This is an optimization exercise on Yosys and OpenROAD, whose aim is small area, not a production implementation.
Where RTL was checked, it was by simulation tests only, not by an equivalence proof against the original.
For run 5, only the layout was checked, not whether the RTL still works.
Power figures rest on the tool's default switching activity, not on a simulated workload.

==> flow/flow/run.sh <==
#!/bin/bash
# The standard ORFS layout (standard.sh) with two changes:
#  - synthesis maps logic with flow/abc.script (see flow/abc_override.tcl);
#  - port buffers are sky130_fd_sc_hd__buf_1 instead of the resizer's default pick.
set -euo pipefail
W=$PWD
{ head -n 1 synth_recipe.tcl; cat flow/abc_override.tcl; tail -n +2 synth_recipe.tcl; } > synth_custom.tcl
export CUSTOM_ABC_SCRIPT=$W/flow/abc.script
bash standard.sh finish \
  SYNTH_SCRIPT=$W/synth_custom.tcl \
  BUFFER_PORTS_ARGS="-buffer_cell sky130_fd_sc_hd__buf_1" \
  > standard_flow.log 2>&1
==> flow/flow/abc.script <==
strash
&get -n
&fraig -x
&put
scorr
dc2
strash
&get -n
&dch -f
&nf -R 1000 -p
&put
==> flow/flow/abc_override.tcl <==
# Same synthesis as synth_recipe.tcl, except that the ABC call uses flow/abc.script
# (an area-recovering mapping) instead of the ORFS script; registers are mapped
# before ABC runs, so they are the standard synthesis's.
proc abc {args} {
  set i [lsearch -exact $args -script]
  if { $i >= 0 } {
    set args [lreplace $args [expr {$i + 1}] [expr {$i + 1}] $::env(CUSTOM_ABC_SCRIPT)]
  }
  yosys abc {*}$args
}
==> flow/standard.sh <==
#!/bin/bash
# synth_recipe.tcl (not shown) runs the flow's synth.tcl, then flattens the netlist and writes it again
# the make line also repeats each setting of config.mk as NAME=value (left out here)
make -C /OpenROAD-flow-scripts/flow DESIGN_CONFIG=/design/flow/config.mk WORK_HOME=/design/flow/orfs CLKGATE_MAP_FILE= SYNTH_SCRIPT=/design/flow/synth_recipe.tcl "${@:-finish}"
==> flow/config.mk <==
export PLATFORM = sky130hd
export DESIGN_NAME = Cajero
export DESIGN_NICKNAME = Cajero
export VERILOG_FILES = /design/flow/design.v
export SDC_FILE = /design/flow/constraint.sdc
export NUM_CORES = 4
export LEC_CHECK = 0
export CAP_MARGIN = 20
export CORE_MARGIN = 2
export CORE_UTILIZATION = 40
export PLACE_DENSITY = 0.6
export SLEW_MARGIN = 20
==> flow/constraint.sdc <==
create_clock -name core_clock -period 6.0 [get_ports {CLK}]
set_input_delay 1.2000 -clock core_clock [delete_from_list [all_inputs] [get_ports {CLK}]]
set_output_delay 1.2000 -clock core_clock [all_outputs]
set_load 0.01 [all_outputs]
==> flow/design.v <==
module Cajero (
    input CLK,
    input RESET,
    input TARJETA_RECIBIDA,
    input [15:0] PIN_CORRECTO,
    input [3:0] DIGITO,
    input DIGITO_STB,
    input TIPO_TRANS,
    input [31:0] MONTO,
    input MONTO_STB,
    input [63:0] BALANCE_INICIAL,
    output reg [63:0] BALANCE_ACTUALIZADO,
    output BALANCE_STB,
    output ENTREGAR_DINERO,
    output FONDOS_INSUFICIENTES,
    output reg PIN_INCORRECTO,
    output reg ADVERTENCIA,
    output BLOQUEO
    );
    localparam ESP = 3'd0, ING = 3'd1, ANA = 3'd2, DET = 3'd3,
               DEP = 3'd4, RET = 3'd5, FIN = 3'd6, BLQ = 3'd7;
    reg [2:0]  estado;
    reg [1:0]  cnt;         
    reg [1:0]  intentos;
    reg [15:0] pin;
    wire s_ing = (estado == ING);
    wire s_fin = (estado == FIN);
    wire md    = RESET & (estado == DEP) & MONTO_STB;
    wire mw    = RESET & (estado == RET) & MONTO_STB;
    wire hold  = RESET & ~md;
    assign BALANCE_STB          = s_fin;
    assign ENTREGAR_DINERO      = s_fin & cnt[0];
    assign FONDOS_INSUFICIENTES = s_fin & cnt[1];
    assign BLOQUEO              = (estado == BLQ);
    wire [63:0] x  = {64{md}} & BALANCE_INICIAL | {64{hold}} & BALANCE_ACTUALIZADO;
    wire [31:0] b  = {32{md}} & MONTO | {32{mw}} & ~MONTO;
    wire        ci = mw;
    wire [31:0] y = x[63:32] ^ {32{~md}};    
    wire [31:0] ap = x[31:0] ^ b;
    wire [31:0] ag = x[31:0] & b;
    wire q1 = ag[1] | (ap[1] & (ag[0] | (ap[0] & ci)));
    wire q2 = ap[1] & ap[0];
    wire q3 = ag[3] | (ap[3] & ag[2]);
    wire q4 = ap[3] & ap[2];
    wire q5 = ag[5] | (ap[5] & ag[4]);
    wire q6 = ap[5] & ap[4];
    wire q7 = ag[7] | (ap[7] & ag[6]);
    wire q8 = ap[7] & ap[6];
    wire q9 = ag[9] | (ap[9] & ag[8]);
    wire q10 = ap[9] & ap[8];
    wire q11 = ag[11] | (ap[11] & ag[10]);
    wire q12 = ap[11] & ap[10];
    wire q13 = ag[13] | (ap[13] & ag[12]);
    wire q14 = ap[13] & ap[12];
    wire q15 = ag[15] | (ap[15] & ag[14]);
    wire q16 = ap[15] & ap[14];
    wire q17 = ag[17] | (ap[17] & ag[16]);
    wire q18 = ap[17] & ap[16];
    wire q19 = ag[19] | (ap[19] & ag[18]);
    wire q20 = ap[19] & ap[18];
    wire q21 = ag[21] | (ap[21] & ag[20]);
    wire q22 = ap[21] & ap[20];
    wire q23 = ag[23] | (ap[23] & ag[22]);
    wire q24 = ap[23] & ap[22];
    wire q25 = ag[25] | (ap[25] & ag[24]);
    wire q26 = ap[25] & ap[24];
    wire q27 = ag[27] | (ap[27] & ag[26]);
    wire q28 = ap[27] & ap[26];
    wire q29 = ag[29] | (ap[29] & ag[28]);
    wire q30 = ap[29] & ap[28];
    wire q31 = ag[31] | (ap[31] & ag[30]);
    wire q32 = ap[31] & ap[30];
    wire q33 = q3 | (q4 & q1);
    wire q34 = q4 & q2;
    wire q35 = q7 | (q8 & q5);
    wire q36 = q8 & q6;
    wire q37 = q11 | (q12 & q9);
    wire q38 = q12 & q10;
    wire q39 = q15 | (q16 & q13);
    wire q40 = q16 & q14;
    wire q41 = q19 | (q20 & q17);
    wire q42 = q20 & q18;
    wire q43 = q23 | (q24 & q21);
    wire q44 = q24 & q22;
    wire q45 = q27 | (q28 & q25);
    wire q46 = q28 & q26;
    wire q47 = q31 | (q32 & q29);
    wire q48 = q32 & q30;
    wire q49 = q35 | (q36 & q33);
    wire q50 = q36 & q34;
    wire q51 = q39 | (q40 & q37);
    wire q52 = q40 & q38;
    wire q53 = q43 | (q44 & q41);
    wire q54 = q44 & q42;
    wire q55 = q47 | (q48 & q45);
    wire q56 = q48 & q46;
    wire q57 = q51 | (q52 & q49);
    wire q58 = q52 & q50;
    wire q59 = q55 | (q56 & q53);
    wire q60 = q56 & q54;
    wire q61 = q59 | (q60 & q57);
    wire q62 = q60 & q58;
    wire q63 = q53 | (q54 & q57);
    wire q64 = q54 & q58;
    wire q65 = q37 | (q38 & q49);
    wire q66 = q38 & q50;
    wire q67 = q41 | (q42 & q57);
    wire q68 = q42 & q58;
    wire q69 = q45 | (q46 & q63);
    wire q70 = q46 & q64;
    wire q71 = q5 | (q6 & q33);
    wire q72 = q6 & q34;
    wire q73 = q9 | (q10 & q49);
    wire q74 = q10 & q50;
    wire q75 = q13 | (q14 & q65);
    wire q76 = q14 & q66;
    wire q77 = q17 | (q18 & q57);
    wire q78 = q18 & q58;
    wire q79 = q21 | (q22 & q67);
    wire q80 = q22 & q68;
    wire q81 = q25 | (q26 & q63);
    wire q82 = q26 & q64;
    wire q83 = q29 | (q30 & q69);
    wire q84 = q30 & q70;
    wire q85 = ag[2] | (ap[2] & q1);
    wire q86 = ap[2] & q2;
    wire q87 = ag[4] | (ap[4] & q33);
    wire q88 = ap[4] & q34;
    wire q89 = ag[6] | (ap[6] & q71);
    wire q90 = ap[6] & q72;
    wire q91 = ag[8] | (ap[8] & q49);
    wire q92 = ap[8] & q50;
    wire q93 = ag[10] | (ap[10] & q73);
    wire q94 = ap[10] & q74;
    wire q95 = ag[12] | (ap[12] & q65);
    wire q96 = ap[12] & q66;
    wire q97 = ag[14] | (ap[14] & q75);
    wire q98 = ap[14] & q76;
    wire q99 = ag[16] | (ap[16] & q57);
    wire q100 = ap[16] & q58;
    wire q101 = ag[18] | (ap[18] & q77);
    wire q102 = ap[18] & q78;
    wire q103 = ag[20] | (ap[20] & q67);
    wire q104 = ap[20] & q68;
    wire q105 = ag[22] | (ap[22] & q79);
    wire q106 = ap[22] & q80;
    wire q107 = ag[24] | (ap[24] & q63);
    wire q108 = ap[24] & q64;
    wire q109 = ag[26] | (ap[26] & q81);
    wire q110 = ap[26] & q82;
    wire q111 = ag[28] | (ap[28] & q69);
    wire q112 = ap[28] & q70;
    wire q113 = ag[30] | (ap[30] & q83);
    wire q114 = ap[30] & q84;
    wire [32:0] cc = {q61, q113, q83, q111, q69, q109, q81, q107, q63, q105, q79, q103, q67, q101, q77, q99, q57, q97, q75, q95, q65, q93, q73, q91, q49, q89, q71, q87, q33, q85, q1, (ag[0] | (ap[0] & ci)), ci};
    wire [31:0] slo = ap ^ cc[31:0];
    wire        c   = cc[32];
    wire q115 = y[1] & y[0];
    wire q116 = y[3] & y[2];
    wire q117 = y[5] & y[4];
    wire q118 = y[7] & y[6];
    wire q119 = y[9] & y[8];
    wire q120 = y[11] & y[10];
    wire q121 = y[13] & y[12];
    wire q122 = y[15] & y[14];
    wire q123 = y[17] & y[16];
    wire q124 = y[19] & y[18];
    wire q125 = y[21] & y[20];
    wire q126 = y[23] & y[22];
    wire q127 = y[25] & y[24];
    wire q128 = y[27] & y[26];
    wire q129 = y[29] & y[28];
    wire q130 = y[31] & y[30];
    wire q131 = q116 & q115;
    wire q132 = q118 & q117;
    wire q133 = q120 & q119;
    wire q134 = q122 & q121;
    wire q135 = q124 & q123;
    wire q136 = q126 & q125;
    wire q137 = q128 & q127;
    wire q138 = q130 & q129;
    wire q139 = q132 & q131;
    wire q140 = q134 & q133;
    wire q141 = q136 & q135;
    wire q142 = q138 & q137;
    wire q143 = q140 & q139;
    wire q144 = q142 & q141;
    wire q145 = q144 & q143;
    wire q146 = q141 & q143;
    wire q147 = q133 & q139;
    wire q148 = q135 & q143;
    wire q149 = q137 & q146;
    wire q150 = q117 & q131;
    wire q151 = q119 & q139;
    wire q152 = q121 & q147;
    wire q153 = q123 & q143;
    wire q154 = q125 & q148;
    wire q155 = q127 & q146;
    wire q156 = q129 & q149;
    wire q157 = y[2] & q115;
    wire q158 = y[4] & q131;
    wire q159 = y[6] & q150;
    wire q160 = y[8] & q139;
    wire q161 = y[10] & q151;
    wire q162 = y[12] & q147;
    wire q163 = y[14] & q152;
    wire q164 = y[16] & q143;
    wire q165 = y[18] & q153;
    wire q166 = y[20] & q148;
    wire q167 = y[22] & q154;
    wire q168 = y[24] & q146;
    wire q169 = y[26] & q155;
    wire q170 = y[28] & q149;
    wire q171 = y[30] & q156;
    wire [32:0] t = {q145, q171, q156, q170, q149, q169, q155, q168, q146, q167, q154, q166, q148, q165, q153, q164, q143, q163, q152, q162, q147, q161, q151, q160, q139, q159, q150, q158, q131, q157, q115, y[0], 1'b1};
    wire        hi_zero = t[32] & ~md;       
    wire        flip = md ? c : (mw & ~c & ~hi_zero);
    wire [31:0] shi = x[63:32] ^ ({32{flip}} & t[31:0]);
    wire        refused = mw & ~c & hi_zero;
    wire [63:0] nbal = {shi, refused ? BALANCE_ACTUALIZADO[31:0] : slo};
    wire dig = s_ing & DIGITO_STB & ~(&intentos);
    always @(posedge CLK) BALANCE_ACTUALIZADO <= nbal;
    always @(posedge CLK) begin
        if (!RESET) begin
            estado <= ESP;
            cnt <= 0;
            intentos <= 0;
            PIN_INCORRECTO <= 0;
            ADVERTENCIA <= 0;
        end else begin
            if (dig) pin <= {pin[11:0], DIGITO};
            if (s_ing) begin
                PIN_INCORRECTO <= (intentos == 2'd1);
                ADVERTENCIA    <= (intentos == 2'd2);
            end
            case (estado)
                ESP: if (TARJETA_RECIBIDA) estado <= ING;
                ING: begin
                    if (&intentos) estado <= BLQ;
                    else if (DIGITO_STB) begin
                        cnt <= cnt + 2'd1;
                        if (&cnt) estado <= ANA;
                    end
                end
                ANA: begin
                    if (pin != PIN_CORRECTO) begin
                        intentos <= intentos + 2'd1;
                        estado <= ING;
                    end else
                        estado <= DET;
                end
                DET: estado <= TIPO_TRANS ? RET : DEP;
                DEP: if (MONTO_STB) estado <= FIN;
                RET: if (MONTO_STB) begin
                    estado <= FIN;
                    cnt <= refused ? 2'b10 : 2'b01;
                end
                FIN: begin
                    estado <= ESP;
                    cnt <= 0;
                    intentos <= 0;
                    PIN_INCORRECTO <= 0;
                    ADVERTENCIA <= 0;
                end
                BLQ: ;
            endcase
        end
    end
endmodule
==> run summary, run 1 <==
Status - finished with violations
Layout violations - negative setup slack
Placed cell areas - 0.00731 mm2
Final Util - 60.6%
Mapped Cells - 566
First-pass GRT wire length - 26.2 mm
Leading area contributor after synthesis - edfxtp_1
Count leader, synth - nand2_1
Die height - 122 um
DRT Pass-1 Iters - 5
Layout area overhead - 49.5%
Clk root buf - clkbuf_16
Vias in the first global route - 5613
Hold Violations, Final - 0
Pin count of the biggest net entering global routing - 55
Register bit total from synthesis - 89
Net count, final - 1088
Congestion Overflow GR - 0
Synth Area per Inst - 9.87 um2
Total inserted antenna cells - 0
Critical path class - input port to flop
Worst-Skew Late Latency - 350 ps
# clock sinks - 89
Worst Hold Class - flop to flop
Full die area - 0.0149 mm2
Pwr/cell area - 198 mW/mm2
Adder-cell area share of the yosys netlist - 13.7%
Most used cell, CP - buf_4
Setup violations, final - 24
Port bufs - 191
Required time of the critical path - 6100 ps
Clk slew on worst S/H paths - 70 ps
Critical-path top delay cell - or3_4
Synth cell types - 40
Via/cell ratio - 5.17
Htree depth - 3
Cells after DPL - 1020
Largest family of logic cells by synthesized area - compound AO/OA/AOI/OAI gates
Total vias in the final route - 5689
Sequential share of the synthesized area - 40.5%
Initial Util - 40.5%
Leakage - 0.00355 uW
Mapped Area - 0.00558 mm2
Startpoint Class - input port
Placer Congestion - 0.843
Period utilization - 115%
Mux contribution to synthesized area - 0.359%
Max Freq - 0.145 GHz
PnR worst setup slack - -916 ps
Final wirelength - 16.8 mm
Net count after synthesis - 739
Peak VDD IR - 0.140 mV
Synth top area share - 25.8%
Chip width - 122 um
Switching Share - 27.3%
Number of synthesized flops with an enable pin - 48
Clock Skews - 10.1 ps
Async SR Flop Fraction - 0%
Crit. End Element - flop
Slowest stage delay, CP - 360 ps
Primary FF master, synth - edfxtp_1
Largest cells by area after synthesis - edfxtp_1, dfxtp_1, ha_1
Post-synthesis xor/xnor area fraction - 9.72%
Int Power - 1200 uW
Longest Clk Path Bufs - 2
Slew headroom - 56.6%
Crit Path Max Fanout - 2
Simple-gate share of the synthesized area - 13.2%
Clock power frac - 36.7%
Initial DRC count - 402
WP data arrival - 7010 ps
YS warnings - 1
Ports - 192
Post-route minimum period - 6920 ps
Routed len/inst - 15.3 um
Switching Power - 452 uW
FP Rows - 43
Compound-gate portion of the synthesized area - 20.9%
Worst Max-Slew Pin Slew - 643 ps
Commonest cells in the netlist - nand2_1, edfxtp_1, o21ai_0, nor2_1, dfxtp_1
Num CTS Buffers - 9
DP Wirelength - 11.9 mm
Max_cap viols - 0
Max Transition Viols Final - 0
RSZ-0062 raised after global routing - yes
All-layer global routing usage - 22.1%
Design Area, Final - 0.00835 mm2
Core Region - 0.0138 mm2
Comb power frac - 19.3%
Residual DRC count - 0
Routed Antenna Nets - 0
Post-route insts no fill - 1100
CTS tree - yes
Pwr Total - 1660 uW
Sequential power share - 44.0%
Antenna violations before repair - 1
Share of layout cells above drive strength 1 - 22.9%
worst max-delay path: cells and delay by family:
family	cells	cell delay, ps
AND/OR/NAND/NOR	9	1050
AO/OA/AOI/OAI	10	1550
XOR/XNOR	1	160
adder cells (fa/ha/maj)	3	920
buffers and inverters	18	2130
state kept, by name (all words and copies together), names as in the netlist:
| register | cells |
|---|---|
| estado | 3 |
| intentos | 2 |
| ADVERTENCIA | 1 |
| pin | 16 |
| BALANCE_ACTUALIZADO | 64 |
| cnt | 2 |
| PIN_INCORRECTO | 1 |
cell families after synthesis:
group | Yosys count
AOI/OAI and AO/OA | 178
xor gates and xnor gates | 62
adders and majority gates | 51
buffers and inverters | 23
DFF | 89
muxes | 2
and+or+nand+nor | 161
metrics by stage:
stage,hold slack (ps),TNS (ps),setup slack (ps)
floorplan,435,-135290,-2810
global placement,445,-30810,-1580
detailed placement,452,-42960,-1790
CTS,467,-14250,-899
global route,474,-23220,-1350
finish,467,-14090,-916
final timing paths:
kind                   from                 endpoint  slack, ps  depth (start not counted)
setup / recovery      RESET  BALANCE_ACTUALIZADO[21]       -920                         41
hold / removal      pin[11]                  pin[15]        470                          0
setup reg to reg  estado[1]  BALANCE_ACTUALIZADO[55]       -400                         45
hold reg to reg     pin[11]                  pin[15]        470                          0
final cells by class:
class,instances,area [um2]
Inverter,23,87.6
Fill cell,1216,5430
Tap cell,180,225
Multi-Input combinational cell,454,3510
Clock buffer,14,285
Clock inverter,2,35.0
Timing Repair Buffer,338,1940
Sequential cell,89,2260
per-layer routing:
metal / GRT usage (%) / wire (um) / share of wire [%] / vias to the layer above
li1: - / - / - / 2783
met1: 27.6 / 7180 / 43 / 2719
met2: 37.0 / 8090 / 48 / 167
met3: 5.38 / 1220 / 7.2 / 20
met4: 8.33 / 301 / 1.8 / 0
met5: 0 / 0 / 0 / -
placed cells by master, fill, tap and decap left out, types with 3 or more instances in the layout:
| cell | n |
|---|---|
| o21ai_2 | 3 |
| nand4_1 | 5 |
| o211ai_1 | 4 |
| clkbuf_16 | 10 |
| buf_4 | 126 |
| buf_1 | 189 |
| xnor2_1 | 24 |
| ha_1 | 34 |
| nand3_1 | 5 |
| edfxtp_1 | 48 |
| nor3b_1 | 3 |
| a211oi_1 | 5 |
| fa_2 | 3 |
| o21ai_0 | 43 |
| nor2_4 | 4 |
| a31oi_1 | 3 |
| nand2b_1 | 5 |
| a22o_1 | 31 |
| fa_1 | 14 |
| xor2_1 | 36 |
| nand2_2 | 4 |
| nor2_2 | 4 |
| a21oi_1 | 33 |
| clkinv_1 | 22 |
| a21o_1 | 9 |
| a21oi_2 | 3 |
| nor4_1 | 3 |
| nand2_1 | 56 |
| nand3_2 | 6 |
| buf_6 | 18 |
| a22oi_1 | 33 |
| dfxtp_1 | 41 |
| buf_8 | 3 |
| nor2_1 | 37 |
power by group through the flow:
stage	clock network [uW]	logic [uW]	registers [uW]
finish	608	320	728
global route	643	354	733
CTS	619	316	728
detailed placement	0	309	740
global placement	0	303	738
floorplan	0	154	757
what timing repair did:
| item | CTS | global route |
|---|---|---|
| cloned | 0 | 0 |
| endpoints found under the setup margin | 57 | 63 |
| resized for setup | 44 | 14 |
| setup buffers | 54 | 10 |
| hold buffers | 0 | 0 |
| pin swaps | 37 | 13 |
==> run 2: changes to the inputs <==
==> flow/flow/abc.script (replaced) <==
strash
&get -n
&fraig -x
&put
scorr
dc2
strash
&get -n
&dch -f
&nf -R 20 -p
&put
==> run 2 against run 1 <==
The layout still fails its checks (negative setup slack); sequential power about the same; setup slack worse by 280 ps; sequential share of layout area increased by 1.2 points; final cell count shrank 3.6%; critical path depth shrank 8; clock power down 12%; clock-buffer cell count decreased by 5; register-to-register slack lost 300 ps; non-clock buffer count fell by 43; clock skew decreased by 4.1 ps; global-route usage fell by 0.57 points; largest power group unchanged; highest routed layer unchanged.
==> run summary, run 2 <==
Share of layout cells above drive strength 1 - 18.5% (-4.4 points)
Crit Path Max Fanout - 2 (unchanged)
Number of synthesized flops with an enable pin - 48 (unchanged)
Synth top area share - 25.5% (-0.30 points)
Longest Clk Path Bufs - 2 (unchanged)
Worst Hold Class - flop to flop
Int Power - 1120 uW (-7.4%)
Layout area overhead - 41.5%
Ports - 192 (unchanged)
Period utilization - 120% (+4.7 points)
Status - finished with violations
Mapped Cells - 569 (+0.53%)
Synth Area per Inst - 9.93 um2 (+0.63%)
Sequential share of the synthesized area - 40.0% (-0.47 points)
Vias in the first global route - 5481 (-2.4%)
Total vias in the final route - 5570 (-2.1%)
Worst-Skew Late Latency - 350 ps (about the same)
Most frequent cells in the layout - buf_1, buf_4, nand2_1
Count leader, synth - nand2_1
Commonest non-fill, non-tap cell in the layout - buf_1
Die height - 123 um (+0.56%)
CTS tree - yes
Net count after synthesis - 742 (+0.41%)
Pwr Total - 1580 uW (-4.3%)
PnR worst setup slack - -1200 ps (-280 ps)
Initial DRC count - 398 (-1.0%)
Clock Skews - 6.05 ps (-4.09 ps)
Full die area - 0.0151 mm2 (+1.1%)
RSZ-0062 raised after global routing - yes
Initial Util - 40.9% (+0.31 points)
Htree depth - 3 (unchanged)
Pwr/cell area - 198 mW/mm2 (about the same)
Commonest cells in the netlist - nand2_1, o21ai_0, edfxtp_1, dfxtp_1, nor2_1
Total inserted antenna cells - 0 (unchanged)
Design Area, Final - 0.00799 mm2 (-4.3%)
Switching Power - 470 uW (+4.0%)
Leakage - 0.00333 uW (-6.2%)
Placer Congestion - 0.843 (about the same)
DRT Pass-1 Iters - 7 (+2)
Crit. End Element - flop
Clk slew on worst S/H paths - 70 ps (about the same)
Leading area contributor after synthesis - edfxtp_1
Congestion Overflow GR - 0 (unchanged)
Slew headroom - 49.6% (-6.9 points)
Register bit total from synthesis - 89 (unchanged)
Leading registers by flop count - BALANCE_ACTUALIZADO (64), pin (16), estado (3)
Num CTS Buffers - 9 (unchanged)
Required time of the critical path - 6230 ps (+130 ps)
Setup violations, final - 22 (-8.3%)
DP Wirelength - 11.9 mm (-0.19%)
Peak VDD IR - 0.172 mV (+23%)
Comb power frac - 20.3% (+1.0 points)
Net count, final - 1048 (-3.7%)
Synth cell types - 48 (+20%)
Via/cell ratio - 5.25 (+1.6%)
Hold buffers post-CTS - 0 (unchanged)
Critical path class - input port to flop
Antenna violations before repair - 0 (-1)
Async SR Flop Fraction - 0% (unchanged)
Slowest stage delay, CP - 450 ps (+90 ps)
Routed Antenna Nets - 0 (unchanged)
Max_cap viols - 0 (unchanged)
Largest Register - BALANCE_ACTUALIZADO
All-layer global routing usage - 21.5% (-0.57 points)
Residual DRC count - 0 (unchanged)
Port bufs - 191 (unchanged)
Pin count of the biggest net entering global routing - 71 (+29%)
Sequential power share - 46.0% (+2.0 points)
Clk root buf - clkbuf_16
First-pass GRT wire length - 25.5 mm (-2.7%)
Max Transition Viols Final - 0 (unchanged)
Placed cell areas - 0.00736 mm2 (+0.67%)
Switching Share - 29.6% (+2.4 points)
Startpoint Class - input port
Max FFs per register - 64 (unchanged)
Core Region - 0.0138 mm2 (+0.39%)
Largest cells by area after synthesis - edfxtp_1, dfxtp_1, ha_1
# clock sinks - 89 (unchanged)
Max Freq - 0.139 GHz (-3.9%)
Primary FF master, synth - edfxtp_1
Worst Max-Slew Pin Slew - 755 ps (+113 ps)
Critical-path top delay cell - or4_4
Hold Violations, Final - 0 (unchanged)
Chip width - 123 um (+0.56%)
YS warnings - 1 (unchanged)
Final wirelength - 16.5 mm (-1.8%)
WP data arrival - 7430 ps (+420 ps)
FP Rows - 43 (unchanged)
Routed len/inst - 15.6 um (+1.9%)
Layout violations - negative setup slack
Post-route minimum period - 7200 ps (+280 ps)
Clock power frac - 33.7% (-3.0 points)
Mapped Area - 0.00565 mm2 (+1.2%)
run 2: cell types whose count changed in the layout (fill, tap and decap cells not counted), sizes merged, moves of 6 or more:
| cell | delta |
|---|---|
| clkinv | +10 |
| buf | -44 |
| a21oi | -6 |
| nand3 | -7 |
| o21ai | +7 |
| nor2 | -6 |
run 2: stage by stage:
stage	TNS [ps]	setup slack (ps)	hold WS, ps	cells	utilization (%)
after CTS	-15860	-1220	477	1050	56.6
after detailed placement	-72540	-2110	461	1023	53.2
final	-15960	-1200	477	1060	57.8
after global routing	-32150	-1550	478	1060	57.8
after floorplan	-110880	-2830	435	569	-
after global placement	-61920	-1940	446	1023	53.2
run 2: repair_timing:
action | CTS | global route
resized for setup | 28 | 15
gates cloned | 0 | 2
pin swaps | 18 | 7
endpoints found under the setup margin | 72 | 66
endpoints found under the hold margin | 0 | 0
buffers inserted | 12 | 10
run 2: routing by layer:
metal	GRT usage, %	vias up	wire, um
li1	-	2733	-
met1	27.7	2645	7070
met2	36.2	174	7960
met3	4.74	18	1180
met4	6.68	0	276
met5	0	-	0
run 2: final timing paths:
kind / from / to / slack, ps / depth (start not counted)
setup / recovery: RESET / BALANCE_ACTUALIZADO[62] / -1200 / 33
hold / removal: pin[11] / pin[15] / 480 / 0
setup reg to reg: estado[1] / BALANCE_ACTUALIZADO[62] / -700 / 33
hold reg to reg: pin[11] / pin[15] / 480 / 0
run 2: logic make-up after synthesis:
logic type      Yosys count  synth area share, %
fa+ha+maj                51                 13.6
simple gates            150                 12.6
compound gates          187                 22.0
buf+inv                  28                 1.86
xor+xnor                 62                 9.61
mux                       2                0.354
flops                    89                 40.0
run 2: cell type report:
cell class | count | area (um2)
Inverter | 28 | 106
Multi-Input combinational cell | 452 | 3520
Clock inverter | 7 | 46.3
Timing Repair Buffer | 295 | 1610
Sequential cell | 89 | 2260
Fill cell | 1242 | 5840
Tap cell | 180 | 225
Clock buffer | 9 | 225
run 2: critical path, delay by kind of cell:
kind | cells | cell delay (ps)
adder cells (fa/ha/maj) | 2 | 600
buffers and inverters | 3 | 290
AO/OA/AOI/OAI | 16 | 2560
AND/OR/NAND/NOR | 11 | 2620
XOR/XNOR | 1 | 130
run 2: power by group through the flow:
stage	Sequential (uW)	Clock, uW	Combinational, uW
floorplan	757	0	154
finish	729	535	322
CTS	728	548	317
global placement	737	0	305
global route	732	575	359
detailed placement	740	0	312
==> run 3: changes to the inputs <==
==> flow/flow/abc.script (replaced) <==
strash
&get -n
&dch
&nf -p
&put
==> run 3 against run 2 <==
The run now finishes clean; via count shrank 4.4%; core utilization shrank 7.4 points; first-iteration DRC count shrank 27%; maximum frequency grew 39%; routed wire length shrank 2.7%; total power grew 61%; non-clock buffer count shrank 92; register-to-register slack gained 1900 ps; combinational power grew to 3.1 times the previous value; setup slack gained 2000 ps; area after synthesis grew 3.0%.
==> run summary, run 3 <==
Worst Max-Slew Pin Slew - 852 ps (+97.0 ps)
Core Region - 0.0144 mm2 (+3.9%)
Routed Antenna Nets - 0 (unchanged)
Number of synthesized flops with an enable pin - 48 (unchanged)
Largest Register - BALANCE_ACTUALIZADO
Primary FF master, synth - edfxtp_1
Slowest stage delay, CP - 460 ps (about the same)
FP Rows - 44 (+2.3%)
Post-route minimum period - 5170 ps (-2020 ps)
Commonest non-fill, non-tap cell in the layout - buf_1
Design Area, Final - 0.00723 mm2 (-9.5%)
Chip width - 125 um (+1.4%)
Total vias in the final route - 5324 (-4.4%)
Int Power - 1580 uW (+42%)
Commonest cells in the netlist - nand2_1, edfxtp_1, dfxtp_1, xor2_1, o21ai_0
Residual DRC count - 0 (unchanged)
Worst-Skew Late Latency - 340 ps (about the same)
Required time of the critical path - 6280 ps (+50 ps)
Peak VDD IR - 0.175 mV (+2.1%)
R2r setup slk - 1200 ps (+1900 ps)
Pwr Total - 2550 uW (+61%)
Final setup TNS - 0 ps (+15960 ps)
# clock sinks - 89 (unchanged)
Startpoint Class - input port
Vias in the first global route - 5319 (-3.0%)
Clk root buf - clkbuf_16
Max Freq - 0.193 GHz (+39%)
Fill count - 1388 (+12%)
Full die area - 0.0155 mm2 (+2.9%)
WP data arrival - 5450 ps (-1980 ps)
RSZ-0062 raised after global routing - no
Switching Power - 970 uW (+110%)
Critical path origin - RESET
Crit. End Element - flop
Worst-path cell chain - buf_1 > clkinv_1 > a21oi_4 > buf_12 > a22o_1 > ha_1 > a21oi_1 > nand2_1 > a21oi_1 > or4b_1 > nand2_1 > a221oi_1 > nand2b_1 > o22ai_2 > buf_4 > nor2b_1 > xnor2_1
Worst Hold Class - flop to flop
Initial Util - 40.5% (-0.36 points)
Mapped Area - 0.00582 mm2 (+3.0%)
Pwr/cell area - 353 mW/mm2 (+78%)
Placed cell areas - 0.00691 mm2 (-6.1%)
Leakage - 0.00273 uW (-18%)
Longest Clk Path Bufs - 2 (unchanged)
Clock Skews - 6.75 ps (+0.696 ps)
Routed len/inst - 16.1 um (+3.7%)
Critical path class - input port to flop
Post-CTS setup repair buffer count - 0 (-12)
Placer Congestion - 0.922 (+9.4%)
Count leader, synth - nand2_1
Worst setup path endpoint - BALANCE_ACTUALIZADO[56]
Async SR Flop Fraction - 0% (unchanged)
DRT Pass-1 Iters - 5 (-2)
Ports - 192 (unchanged)
Final wirelength - 16.0 mm (-2.7%)
Pin count of the biggest net entering global routing - 97 (+37%)
Slew headroom - 43.0% (-6.6 points)
CTS tree - yes
YS warnings - 1 (unchanged)
Layout area overhead - 24.3%
Sequential share of the synthesized area - 38.9% (-1.2 points)
Net count after synthesis - 764 (+3.0%)
DP Wirelength - 12.0 mm (+0.92%)
All-layer global routing usage - 20.6% (-0.90 points)
Share of layout cells above drive strength 1 - 3.95% (-15 points)
Sequential power share - 36.8% (-9.2 points)
Switching Share - 38.0% (+8.3 points)
Total inserted antenna cells - 0 (unchanged)
Register bit total from synthesis - 89 (unchanged)
Leading area contributor after synthesis - edfxtp_1
Comb power frac - 38.9% (+19 points)
Die height - 125 um (+1.4%)
Synth Area per Inst - 9.84 um2 (-0.84%)
Worst r2r dst - BALANCE_ACTUALIZADO[30]
Htree depth - 3 (unchanged)
Mapped Cells - 591 (+3.9%)
Initial DRC count - 292 (-27%)
Via/cell ratio - 5.36 (+1.9%)
Most frequent cells in the layout - buf_1, nand2_1, edfxtp_1
Reg2reg path depth - 15 (-55%)
Max_cap viols - 0 (unchanged)
Max FFs per register - 64 (unchanged)
WHS - 469 ps (-7.79 ps)
Port bufs - 191 (unchanged)
Synth top area share - 24.8% (-0.74 points)
Critical-path top delay cell - a221oi_1
First-pass GRT wire length - 26.0 mm (+1.8%)
Largest cells by area after synthesis - edfxtp_1, dfxtp_1, ha_1
Hold Violations, Final - 0 (unchanged)
Clock power frac - 24.3% (-9.4 points)
Congestion Overflow GR - 0 (unchanged)
Setup violations, final - 0 (-100%)
Antenna violations before repair - 0 (unchanged)
Clk slew on worst S/H paths - 70 ps (about the same)
CTS-repair resized insts - 0 (-100%)
Crit Path Max Fanout - 96 (+94)
Max Transition Viols Final - 0 (unchanged)
Net count, final - 978 (-6.7%)
Num CTS Buffers - 9 (unchanged)
Period utilization - 86.2% (-34 points)
Critical R2R Launch - estado[2]
Hold buffers post-CTS - 0 (unchanged)
Leading registers by flop count - BALANCE_ACTUALIZADO (64), pin (16), estado (3)
Status - finished clean
Synth cell types - 47 (-2.1%)
-- run 3: cell types whose count changed in the layout (fill, tap and decap cells not counted), moves of 7 or more --
cell       delta
buf_6        -12
nand3b_1      +7
fa_2          -7
o211ai_1      +7
o21ai_0      -12
a2bb2oi_1    +11
nor2b_1      +12
fa_1          +7
nand3_1       +7
buf_4        -79
nand2_1      +16
-- run 3: power groups by stage --
stage	Clock [uW]	Combinational (uW)	Sequential [uW]
finish	621	993	941
detailed placement	0	990	950
CTS	641	997	941
floorplan	0	618	984
global route	664	1110	965
global placement	0	971	947
-- run 3: cell type report --
type                    instances  area [um2]  area share (%)
multi-input cells             479        3500            48.3
flip-flops and latches         89        2260            31.3
repair buffers                203         832            11.5
well taps                     184         230            3.18
clock buffers                   9         225            3.11
clock inverters                 7         101            1.40
inverters                      23        86.3            1.19
-- run 3: stage by stage --
step / cells / worst slack (ps) / utilization (%)
after floorplan: 591 / 63.3 / -
after global placement: 978 / 601 / 48.1
after detailed placement: 978 / 461 / 48.1
after CTS: 994 / 813 / 50.3
after global routing: 994 / 328 / 50.3
final: 994 / 828 / 50.3
-- run 3: metal layers --
layer | track usage (%) | vias to the layer above | wire, um
li1 | - | 2653 | -
met3 | 5.37 | 28 | 1050
met4 | 7.73 | 0 | 438
met2 | 34.1 | 180 | 7590
met5 | 0 | - | 0
met1 | 26.0 | 2463 | 6950
-- run 3: worst max-delay path: cells and delay by family --
family / cells / cell delay [ps]
adders and majority gates: 1 / 260
xor gates and xnor gates: 1 / 140
buffers and inverters: 4 / 1280
and+or+nand+nor: 5 / 790
AOI/OAI and AO/OA: 6 / 1730
-- run 3: kinds of logic after synthesis --
| family | count (synthesis) | share of synthesized area [%] |
|---|---|---|
| AND/OR/NAND/NOR | 184 | 15.1 |
| AO/OA/AOI/OAI | 181 | 21.8 |
| flip-flops | 89 | 38.9 |
| XOR/XNOR | 63 | 9.48 |
| adder cells (fa/ha/maj) | 51 | 13.2 |
| buffers and inverters | 23 | 1.48 |
-- run 3: how the worst min path moves through the flow --
| stage | from | end | slack, ps | cells after the start |
|---|---|---|---|---|
| final | pin[7] | pin[11] | 470 | 0 |
| after global routing | pin[5] | pin[9] | 490 | 0 |
| after CTS | pin[7] | pin[11] | 470 | 0 |
| after detailed placement | pin[7] | pin[11] | 460 | 0 |
| after global placement | pin[7] | pin[11] | 450 | 0 |
| after floorplan | pin[6] | pin[10] | 450 | 0 |
==> run 4: changes to the inputs <==
==> flow/flow/run.sh (replaced) <==
#!/bin/bash
# Standard ORFS layout (the standard.sh, unchanged synthesis), except that the
# port buffers are the smallest buffer instead of the resizer's default choice.
set -euo pipefail
bash standard.sh finish \
  BUFFER_PORTS_ARGS="-buffer_cell sky130_fd_sc_hd__buf_1" \
  > standard_flow.log 2>&1
--- a/flow/config.mk
+++ b/flow/config.mk
@@ -7,2 +7,3 @@
 export LEC_CHECK = 0
+export ABC_AREA = 1
 export CAP_MARGIN = 20
removed: flow/flow/abc.script
removed: flow/flow/abc_override.tcl
==> run 4 against run 3 <==
Critical path depth grew 10; non-clock buffer count shrank 3; flip-flop and latch count is the same; critical endpoint is now BALANCE_ACTUALIZADO[31]; synthesized cell count grew 47%; core utilization shrank 1.8 points; design area grew 7.4%; final cell count grew 27%; maximum frequency grew 7.0%.
==> run summary, run 4 <==
Status - finished clean
Sequential cell area - 0.00226 mm2 (unchanged)
Largest Register - BALANCE_ACTUALIZADO
Max FFs per register - 64 (unchanged)
Fill count - 1677 (+21%)
Cells after DPL - 1251 (+28%)
Post-synthesis xor/xnor area fraction - 3.86% (-5.6 points)
Clk slew on worst S/H paths - 80 ps (about the same)
Ports - 192 (unchanged)
Initial DRC count - 354 (+21%)
Antenna violations before repair - 0 (unchanged)
Total vias in the final route - 6147 (+15%)
Simple-gate share of the synthesized area - 28.0% (+13 points)
Number of synthesized flops with an enable pin - 48 (unchanged)
Placer Congestion - 0.917 (-0.52%)
Routed len/inst - 13.3 um (-17%)
WP data arrival - 4950 ps (-500 ps)
Count leader, synth - nand2_1
Num CTS Buffers - 9 (unchanged)
Commonest non-fill, non-tap cell in the layout - nand2_1
Final setup TNS - 0 ps (unchanged)
Post-route insts no fill - 1267 (+27%)
Final wirelength - 16.9 mm (+5.3%)
Clk root buf - clkbuf_16
Synth Area per Inst - 7.60 um2 (-23%)
Clock Skews - 10.6 ps (+3.88 ps)
Peak VDD IR - 0.143 mV (-19%)
Layout area overhead - 18.0%
Bufs and invs on worst path - 6 (+2)
Synth top area share - 21.9% (-2.9 points)
# clock sinks - 89 (unchanged)
Most used cell, CP - nand2_1
RSZ-0062 raised after global routing - no
Port bufs - 191 (unchanged)
Compound-gate portion of the synthesized area - 13.0% (-8.8 points)
Met2 Track Usage GR - 32.5% (-1.6 points)
Commonest cells in the netlist - nand2_1, inv_1, o21ai_0, nor2_1, edfxtp_1
Max_cap viols - 0 (unchanged)
Post-CTS setup repair buffer count - 0 (unchanged)
Leakage - 0.00370 uW (+35%)
Share of layout cells above drive strength 1 - 4.28% (+0.33 points)
Startpoint Class - input port
Sequential share of the synthesized area - 34.4% (-4.5 points)
Hold buffers post-CTS - 0 (unchanged)
DRT Pass-1 Iters - 5 (unchanged)
Routed Antenna Nets - 0 (unchanged)
Residual DRC count - 0 (unchanged)
Initial Util - 41.2% (+0.66 points)
Core Region - 0.0160 mm2 (+11%)
Crit. End Element - flop
Pwr/cell area - 209 mW/mm2 (-41%)
Critical-path top delay cell - fa_1
Longest Clk Path Bufs - 2 (unchanged)
Register bit total from synthesis - 89 (unchanged)
Net count, final - 1219 (+25%)
GRT busiest layer - met2
CTS-repair resized insts - 0 (unchanged)
Full die area - 0.0175 mm2 (+13%)
YS warnings - 1 (unchanged)
Primary FF master, synth - edfxtp_1
Placed cell areas - 0.00746 mm2 (+8.0%)
M1 GR Usage - 26.2% (+0.26 points)
Worst Max-Slew Pin Slew - 649 ps (-204 ps)
Worst-Skew Late Latency - 360 ps (+20 ps)
Critical path class - input port to flop
Leading area contributor after synthesis - edfxtp_1
Congestion Overflow GR - 0 (unchanged)
Slowest stage delay, CP - 440 ps (-20 ps)
Total inserted antenna cells - 0 (unchanged)
Async SR Flop Fraction - 0% (unchanged)
Mux contribution to synthesized area - 0% (unchanged)
All-layer global routing usage - 19.6% (-0.99 points)
Crit Path Max Fanout - 18 (-81%)
CTS tree - yes
Chip width - 132 um (+6.2%)
Via/cell ratio - 4.85 (-9.4%)
Met3 usage - 3.15% (-2.2 points)
DP Wirelength - 12.6 mm (+5.3%)
Largest cells by area after synthesis - edfxtp_1, nand2_1, dfxtp_1
Worst Hold Class - flop to flop
Post-route minimum period - 4830 ps (-339 ps)
Max Transition Viols Final - 0 (unchanged)
Design Area, Final - 0.00777 mm2 (+7.4%)
Max Freq - 0.207 GHz (+7.0%)
Net count after synthesis - 1039 (+36%)
Die height - 132 um (+6.2%)
Largest family of logic cells by synthesized area - simple AND/OR/NAND/NOR gates
FP Rows - 46 (+4.5%)
Period utilization - 80.6% (-5.6 points)
Synth cell types - 44 (-6.4%)
Pin count of the biggest net entering global routing - 64 (-34%)
Slew headroom - 56.7% (+14 points)
Hold Violations, Final - 0 (unchanged)
Most frequent cells in the layout - nand2_1, buf_1, inv_1
Required time of the critical path - 6120 ps (-160 ps)
Vias in the first global route - 5878 (+11%)
Leading registers by flop count - BALANCE_ACTUALIZADO (64), pin (16), estado (3)
Setup violations, final - 0 (unchanged)
Footprint of the multi-input gates - 0.00373 mm2 (+6.8%)
Crit path max-delay family - simple AND/OR/NAND/NOR gates
Htree depth - 3 (unchanged)
Adder-cell area share of the yosys netlist - 11.6% (-1.5 points)
First-pass GRT wire length - 27.9 mm (+7.5%)
Mapped Area - 0.00659 mm2 (+13%)
Mapped Cells - 866 (+47%)
[run 4: changes by cell type in the layout (fill, tap and decap cells not counted), sizes merged, moves of 25 or more]
cell / delta
o21ai: +29
xor2: -25
a22oi: -36
nand2: +196
nand3: +25
inv: +108
[run 4: worst reg2reg max path: cells and delay by family, from the launching register on]
kind	cells	cell delay, ps
and+or+nand+nor	17	1630
AOI/OAI and AO/OA	1	210
adders and majority gates	3	1090
xor gates and xnor gates	1	150
buffers and inverters	4	500
DFF	1	440
[run 4: cells by family (layout without fill, tap and decap cells)]
logic type	after synthesis	after routing
simple gates	418	418
compound gates	140	140
buf+inv	139	324
flops	89	89
fa+ha+maj	51	51
xor+xnor	29	29
[run 4: power by group]
group	internal, uW	switching [uW]	leakage [uW]
Sequential	685	32.8	0.000864
Clock	331	272	0.000149
Combinational	108	198	0.00269
[run 4: per-stage QoR]
step	total power (uW)	setup slack (ps)	hold WS, ps	util (%)
final	1630	1170	470	48.6
after global routing	1720	737	493	48.6
after CTS	1640	1110	472	48.6
after detailed placement	1030	729	456	46.6
after global placement	1030	869	449	46.6
after floorplan	930	847	442	-
[run 4: layout make-up]
type	instances	area share, %
tap	216	3.48
timing repair buffer	200	10.1
clock buffer	9	2.90
sequential	89	29.1
clock inverter	7	1.08
multi-input combinational	638	48.1
inverter	108	5.25
[run 4: final timing paths]
path              from                 endpoint  slack (ps)  cells after the start
max          MONTO_STB  BALANCE_ACTUALIZADO[31]        1170                     27
max reg2reg  estado[1]  BALANCE_ACTUALIZADO[31]        1740                     26
min             pin[9]                  pin[13]         470                      0
min reg2reg     pin[9]                  pin[13]         470                      0
[run 4: routing by layer]
| metal | part of all wire, % | up-vias |
|---|---|---|
| met2 | 46 | 154 |
| met3 | 4.7 | 20 |
| met1 | 47 | 2764 |
| li1 | - | 3209 |
| met4 | 1.6 | 0 |
| met5 | 0 | - |
==> run 5: changes to the inputs <==
--- a/flow/design.v
+++ b/flow/design.v
@@ -158,59 +158,33 @@
     wire q115 = y[1] & y[0];
-    wire q116 = y[3] & y[2];
-    wire q117 = y[5] & y[4];
-    wire q118 = y[7] & y[6];
-    wire q119 = y[9] & y[8];
-    wire q120 = y[11] & y[10];
-    wire q121 = y[13] & y[12];
-    wire q122 = y[15] & y[14];
-    wire q123 = y[17] & y[16];
-    wire q124 = y[19] & y[18];
-    wire q125 = y[21] & y[20];
-    wire q126 = y[23] & y[22];
-    wire q127 = y[25] & y[24];
-    wire q128 = y[27] & y[26];
-    wire q129 = y[29] & y[28];
-    wire q130 = y[31] & y[30];
-    wire q131 = q116 & q115;
-    wire q132 = q118 & q117;
-    wire q133 = q120 & q119;
-    wire q134 = q122 & q121;
-    wire q135 = q124 & q123;
-    wire q136 = q126 & q125;
-    wire q137 = q128 & q127;
-    wire q138 = q130 & q129;
-    wire q139 = q132 & q131;
-    wire q140 = q134 & q133;
-    wire q141 = q136 & q135;
-    wire q142 = q138 & q137;
-    wire q143 = q140 & q139;
-    wire q144 = q142 & q141;
-    wire q145 = q144 & q143;
-    wire q146 = q141 & q143;
-    wire q147 = q133 & q139;
-    wire q148 = q135 & q143;
-    wire q149 = q137 & q146;
-    wire q150 = q117 & q131;
-    wire q151 = q119 & q139;
-    wire q152 = q121 & q147;
-    wire q153 = q123 & q143;
-    wire q154 = q125 & q148;
-    wire q155 = q127 & q146;
-    wire q156 = q129 & q149;
-    wire q157 = y[2] & q115;
-    wire q158 = y[4] & q131;
-    wire q159 = y[6] & q150;
-    wire q160 = y[8] & q139;
-    wire q161 = y[10] & q151;
-    wire q162 = y[12] & q147;
-    wire q163 = y[14] & q152;
-    wire q164 = y[16] & q143;
-    wire q165 = y[18] & q153;
-    wire q166 = y[20] & q148;
-    wire q167 = y[22] & q154;
-    wire q168 = y[24] & q146;
-    wire q169 = y[26] & q155;
-    wire q170 = y[28] & q149;
-    wire q171 = y[30] & q156;
-    wire [32:0] t = {q145, q171, q156, q170, q149, q169, q155, q168, q146, q167, q154, q166, q148, q165, q153, q164, q143, q163, q152, q162, q147, q161, q151, q160, q139, q159, q150, q158, q131, q157, q115, y[0], 1'b1};
+    wire q116 = y[2] & q115;
+    wire q117 = y[3] & q116;
+    wire q118 = y[4] & q117;
+    wire q119 = y[5] & q118;
+    wire q120 = y[6] & q119;
+    wire q121 = y[7] & q120;
+    wire q122 = y[8] & q121;
+    wire q123 = y[9] & q122;
+    wire q124 = y[10] & q123;
+    wire q125 = y[11] & q124;
+    wire q126 = y[12] & q125;
+    wire q127 = y[13] & q126;
+    wire q128 = y[14] & q127;
+    wire q129 = y[15] & q128;
+    wire q130 = y[16] & q129;
+    wire q131 = y[17] & q130;
+    wire q132 = y[18] & q131;
+    wire q133 = y[19] & q132;
+    wire q134 = y[20] & q133;
+    wire q135 = y[21] & q134;
+    wire q136 = y[22] & q135;
+    wire q137 = y[23] & q136;
+    wire q138 = y[24] & q137;
+    wire q139 = y[25] & q138;
+    wire q140 = y[26] & q139;
+    wire q141 = y[27] & q140;
+    wire q142 = y[28] & q141;
+    wire q143 = y[29] & q142;
+    wire q144 = y[30] & q143;
+    wire q145 = y[31] & q144;
+    wire [32:0] t = {q145, q144, q143, q142, q141, q140, q139, q138, q137, q136, q135, q134, q133, q132, q131, q130, q129, q128, q127, q126, q125, q124, q123, q122, q121, q120, q119, q118, q117, q116, q115, y[0], 1'b1};
     wire        hi_zero = t[32] & ~md;       
==> flow/flow/run.sh (replaced) <==
#!/bin/bash
# The standard ORFS layout (standard.sh) with two changes:
#  - synthesis maps logic with flow/abc.script (see flow/abc_override.tcl);
#  - port buffers are sky130_fd_sc_hd__buf_1 instead of the resizer's default pick.
set -euo pipefail
W=$PWD
{ head -n 1 synth_recipe.tcl; cat flow/abc_override.tcl; tail -n +2 synth_recipe.tcl; } > synth_custom.tcl
export CUSTOM_ABC_SCRIPT=$W/flow/abc.script
bash standard.sh finish \
  SYNTH_SCRIPT=$W/synth_custom.tcl \
  BUFFER_PORTS_ARGS="-buffer_cell sky130_fd_sc_hd__buf_1" \
  > standard_flow.log 2>&1
==> flow/flow/abc.script (new file) <==
strash
&get -n
&dch
&nf -p
&put
==> flow/flow/abc_override.tcl (new file) <==
# Same synthesis as synth_recipe.tcl, except that the ABC call uses flow/abc.script
# (an area-recovering mapping) instead of the ORFS script; registers are mapped
# before ABC runs, so they are the standard synthesis's.
proc abc {args} {
  set i [lsearch -exact $args -script]
  if { $i >= 0 } {
    set args [lreplace $args [expr {$i + 1}] [expr {$i + 1}] $::env(CUSTOM_ABC_SCRIPT)]
  }
  yosys abc {*}$args
}
--- a/flow/config.mk
+++ b/flow/config.mk
@@ -7,3 +7,2 @@
 export LEC_CHECK = 0
-export ABC_AREA = 1
 export CAP_MARGIN = 20
==> run 5 against run 4 <==
The layout now fails its checks (negative setup slack); global-route usage is 2.0 points higher; via count is 10% lower; clock skew hardly changed; worst hold slack better by 7.0 ps; non-clock buffer count is 87 higher; critical path depth is 5 lower; setup slack worse by 1600 ps; clock power is 14% lower; maximum frequency is 25% lower.
==> run summary, run 5 <==
Clk slew on worst S/H paths - 60 ps (-20 ps)
Via/cell ratio - 5.31 (+9.5%)
FP Rows - 43 (-6.5%)
Comb power frac - 18.8% (about the same)
Required time of the critical path - 6110 ps (about the same)
Met3 usage - 4.18% (+1.0 points)
Max FFs per register - 64 (unchanged)
Leading area contributor after synthesis - edfxtp_1
Largest Register - BALANCE_ACTUALIZADO
Initial Util - 40.6% (-0.56 points)
Worst Max-Slew Pin Slew - 722 ps (+73.7 ps)
Status - finished with violations
PnR worst setup slack - -475 ps (-1640 ps)
First-pass GRT wire length - 25.6 mm (-8.2%)
Met2 Track Usage GR - 35.2% (+2.7 points)
Synth Area per Inst - 10.1 um2 (+32%)
Clock power frac - 35.0% (-2.1 points)
Pin count of the biggest net entering global routing - 55 (-14%)
DP Wirelength - 11.6 mm (-7.9%)
Total inserted antenna cells - 0 (unchanged)
Initial DRC count - 314 (-11%)
Setup violations, final - 66 (+66)
Max Transition Viols Final - 0 (unchanged)
Peak VDD IR - 0.107 mV (-25%)
# clock sinks - 89 (unchanged)
Full die area - 0.0149 mm2 (-15%)
Die height - 122 um (-7.6%)
All-layer global routing usage - 21.7% (+2.0 points)
WHS - 477 ps (+6.98 ps)
Max Freq - 0.154 GHz (-25%)
Net count, final - 1026 (-16%)
Synth cell types - 40 (-9.1%)
Largest cells by area after synthesis - edfxtp_1, dfxtp_1, ha_1
Post-route minimum period - 6480 ps (+1640 ps)
Period utilization - 108% (+27 points)
Adder-cell area share of the yosys netlist - 13.7% (+2.1 points)
Post-synthesis xor/xnor area fraction - 9.87% (+6.0 points)
Crit Path Max Fanout - 9 (-9)
RSZ-0062 raised after global routing - yes
Residual DRC count - 0 (unchanged)
Longest Clk Path Bufs - 2 (unchanged)
Final setup TNS - -26350 ps (-26350 ps)
Max_cap viols - 0 (unchanged)
Sequential share of the synthesized area - 40.5% (+6.1 points)
Sequential power share - 46.2% (+2.0 points)
Clock Skews - 11.1 ps (+0.483 ps)
Htree depth - 3 (unchanged)
Total vias in the final route - 5515 (-10%)
Chip width - 122 um (-7.6%)
Register bit total from synthesis - 89 (unchanged)
Mux contribution to synthesized area - 0.537% (+0.54 points)
Core Region - 0.0138 mm2 (-14%)
Leakage - 0.00336 uW (-9.1%)
Switching Power - 404 uW (-20%)
Mapped Area - 0.00559 mm2 (-15%)
DRT Pass-1 Iters - 5 (unchanged)
Critical path class - input port to flop
Clk root buf - clkbuf_16
Number of synthesized flops with an enable pin - 48 (unchanged)
Port bufs - 191 (unchanged)
Count leader, synth - nand2_1
Share of layout cells above drive strength 1 - 18.6% (+14 points)
YS warnings - 1 (unchanged)
Worst-Skew Late Latency - 350 ps (about the same)
Vias in the first global route - 5496 (-6.5%)
Net count after synthesis - 728 (-30%)
Hold path depth - 0 (unchanged)
CTS tree - yes
M1 GR Usage - 28.5% (+2.2 points)
Final Util - 58.3% (+9.7 points)
WP data arrival - 6590 ps (+1640 ps)
Hold Violations, Final - 0 (unchanged)
Antenna violations before repair - 0 (unchanged)
Commonest cells in the netlist - nand2_1, o21ai_0, edfxtp_1, a22oi_1, dfxtp_1
Ports - 192 (unchanged)
Routed len/inst - 15.6 um (+17%)
Simple-gate share of the synthesized area - 14.2% (-14 points)
Largest family of logic cells by synthesized area - compound AO/OA/AOI/OAI gates
Compound-gate portion of the synthesized area - 20.5% (+7.5 points)
Switching Share - 27.2% (-3.7 points)
Congestion Overflow GR - 0 (unchanged)
Reg2reg path depth - 21 (-19%)
Slew headroom - 51.8% (-4.9 points)
Commonest non-fill, non-tap cell in the layout - buf_1
Final wirelength - 16.2 mm (-4.1%)
Mapped Cells - 555 (-36%)
Int Power - 1080 uW (-3.8%)
Synth top area share - 25.8% (+3.9 points)
Pwr Total - 1490 uW (-8.6%)
GRT busiest layer - met2
Leading registers by flop count - BALANCE_ACTUALIZADO (64), pin (16), estado (3)
Crit. End Element - flop
Layout area overhead - 43.6%
Routed Antenna Nets - 0 (unchanged)
Most frequent cells in the layout - buf_1, buf_4, nand2_1
Pwr/cell area - 185 mW/mm2 (-12%)
Placer Congestion - 0.856 (-6.6%)
Layout violations - negative setup slack
Worst Hold Class - flop to flop
Primary FF master, synth - edfxtp_1
Startpoint Class - input port
Num CTS Buffers - 9 (unchanged)
Async SR Flop Fraction - 0% (unchanged)
run 5: cell count changes in the layout (fill, tap and decap cells not counted), moves of 13 or more:
cell and delta:
nand2_1 -200, buf_4 +65, a22oi_1 +44, buf_6 +13, xnor2_1 +18, nor2_1 -37, nand3b_1 -25, inv_1 -105
xor2_1 +15, nand3_1 -25
run 5: final timing paths:
check	startpoint	endpoint	slack [ps]
setup / recovery	MONTO_STB	BALANCE_ACTUALIZADO[28]	-480
hold / removal	pin[8]	pin[12]	480
setup reg to reg	estado[2]	BALANCE_ACTUALIZADO[28]	-260
hold reg to reg	pin[8]	pin[12]	480
run 5: stage by stage:
| stage | setup slack [ps] | instance area (um2) | std cells |
|---|---|---|---|
| floorplan | -1160 | 5670 | 555 |
| global placement | -837 | 7160 | 996 |
| detailed placement | -908 | 7160 | 996 |
| CTS | -469 | 7770 | 1031 |
| global route | -682 | 8030 | 1038 |
| finish | -475 | 8030 | 1038 |
run 5: layer usage:
layer	wire length (um)	vias to the layer above
met2	7630	208
met1	7110	2599
met4	318	0
met5	0	-
met3	1140	22
li1	-	2686
run 5: final cells by class:
class	instances	area [um2]
repair buffers	287	1610
inverters	11	46.3
flip-flops and latches	89	2260
fillers	1254	5740
multi-input cells	455	3620
clock inverters	6	35.0
well taps	180	225
clock buffers	10	229
run 5: repair_timing:
| item | in CTS | in global routing |
|---|---|---|
| setup endpoints to repair | 66 | 69 |
| pin swaps | 9 | 33 |
| setup buffers | 14 | 10 |
| hold buffers | 0 | 0 |
| gates resized for setup | 44 | 51 |
| gates cloned | 5 | 0 |
run 5: cells by family after synthesis:
kind of cell    after synthesis
fa+ha+maj                    51
compound gates              174
buf+inv                      11
mux                           3
simple gates                164
flops                        89
xor+xnor                     63
run 5: power by group through the flow:
| stage | logic [uW] | registers [uW] | clock network [uW] |
|---|---|---|---|
| after floorplan | 112 | 704 | 0 |
| after global placement | 220 | 698 | 0 |
| after detailed placement | 228 | 699 | 0 |
| after CTS | 257 | 686 | 532 |
| after global routing | 308 | 689 | 561 |
| final | 280 | 686 | 520 |
run 5: critical path: stages:
cell,delay (ps)
buf_8,90
clkinv_4,40
o211a_1,250
nor4b_2,280
buf_4,160
nand4b_1,130
or3_1,340
nand3b_1,200
or3_4,360
nand3b_1,190
or3_4,350
nand3b_1,190
or3_4,340
nand3b_1,180
or3_4,340
nand3b_1,180
or3_1,340
nand3b_1,190
or3_4,410
or4b_4,550
buf_4,170
buf_8,130

[separate check: timing with driven ports]
The results above use ideal ports. As a check the final layouts listed here were re-extracted and re-timed, cells and wires unchanged. Step 1 assumes that a clkbuf_16 drives the clock port and a buf_2 every other input. Step 2 moves the port delays by t, midway between the first and last clock arrival at a register: inputs arrive t later, outputs are due t later. That takes back most of the time a late clock gives input paths. Three values: ideal ports, drivers, drivers and shift; two values: the first two.
run	t, ns	slack for setup (ns)	slew at the worst register clock pin (ns)
run 1	0.383	-0.916 / -0.936 / -1.319	0.07 / 0.07
run 2	0.385	-1.195 / -1.213 / -1.598	0.07 / 0.07
run 3	0.381	0.828 / 0.844 / 0.464	0.07 / 0.07
run 4	0.392	1.167 / 1.185 / 0.793	0.08 / 0.08
run 5	0.386	-0.475 / -0.503 / -0.889	0.07 / 0.07
For run 5, which loses most, drivers alone change the setup slack by -0.028 ns; drivers and shift together by -0.414 ns.
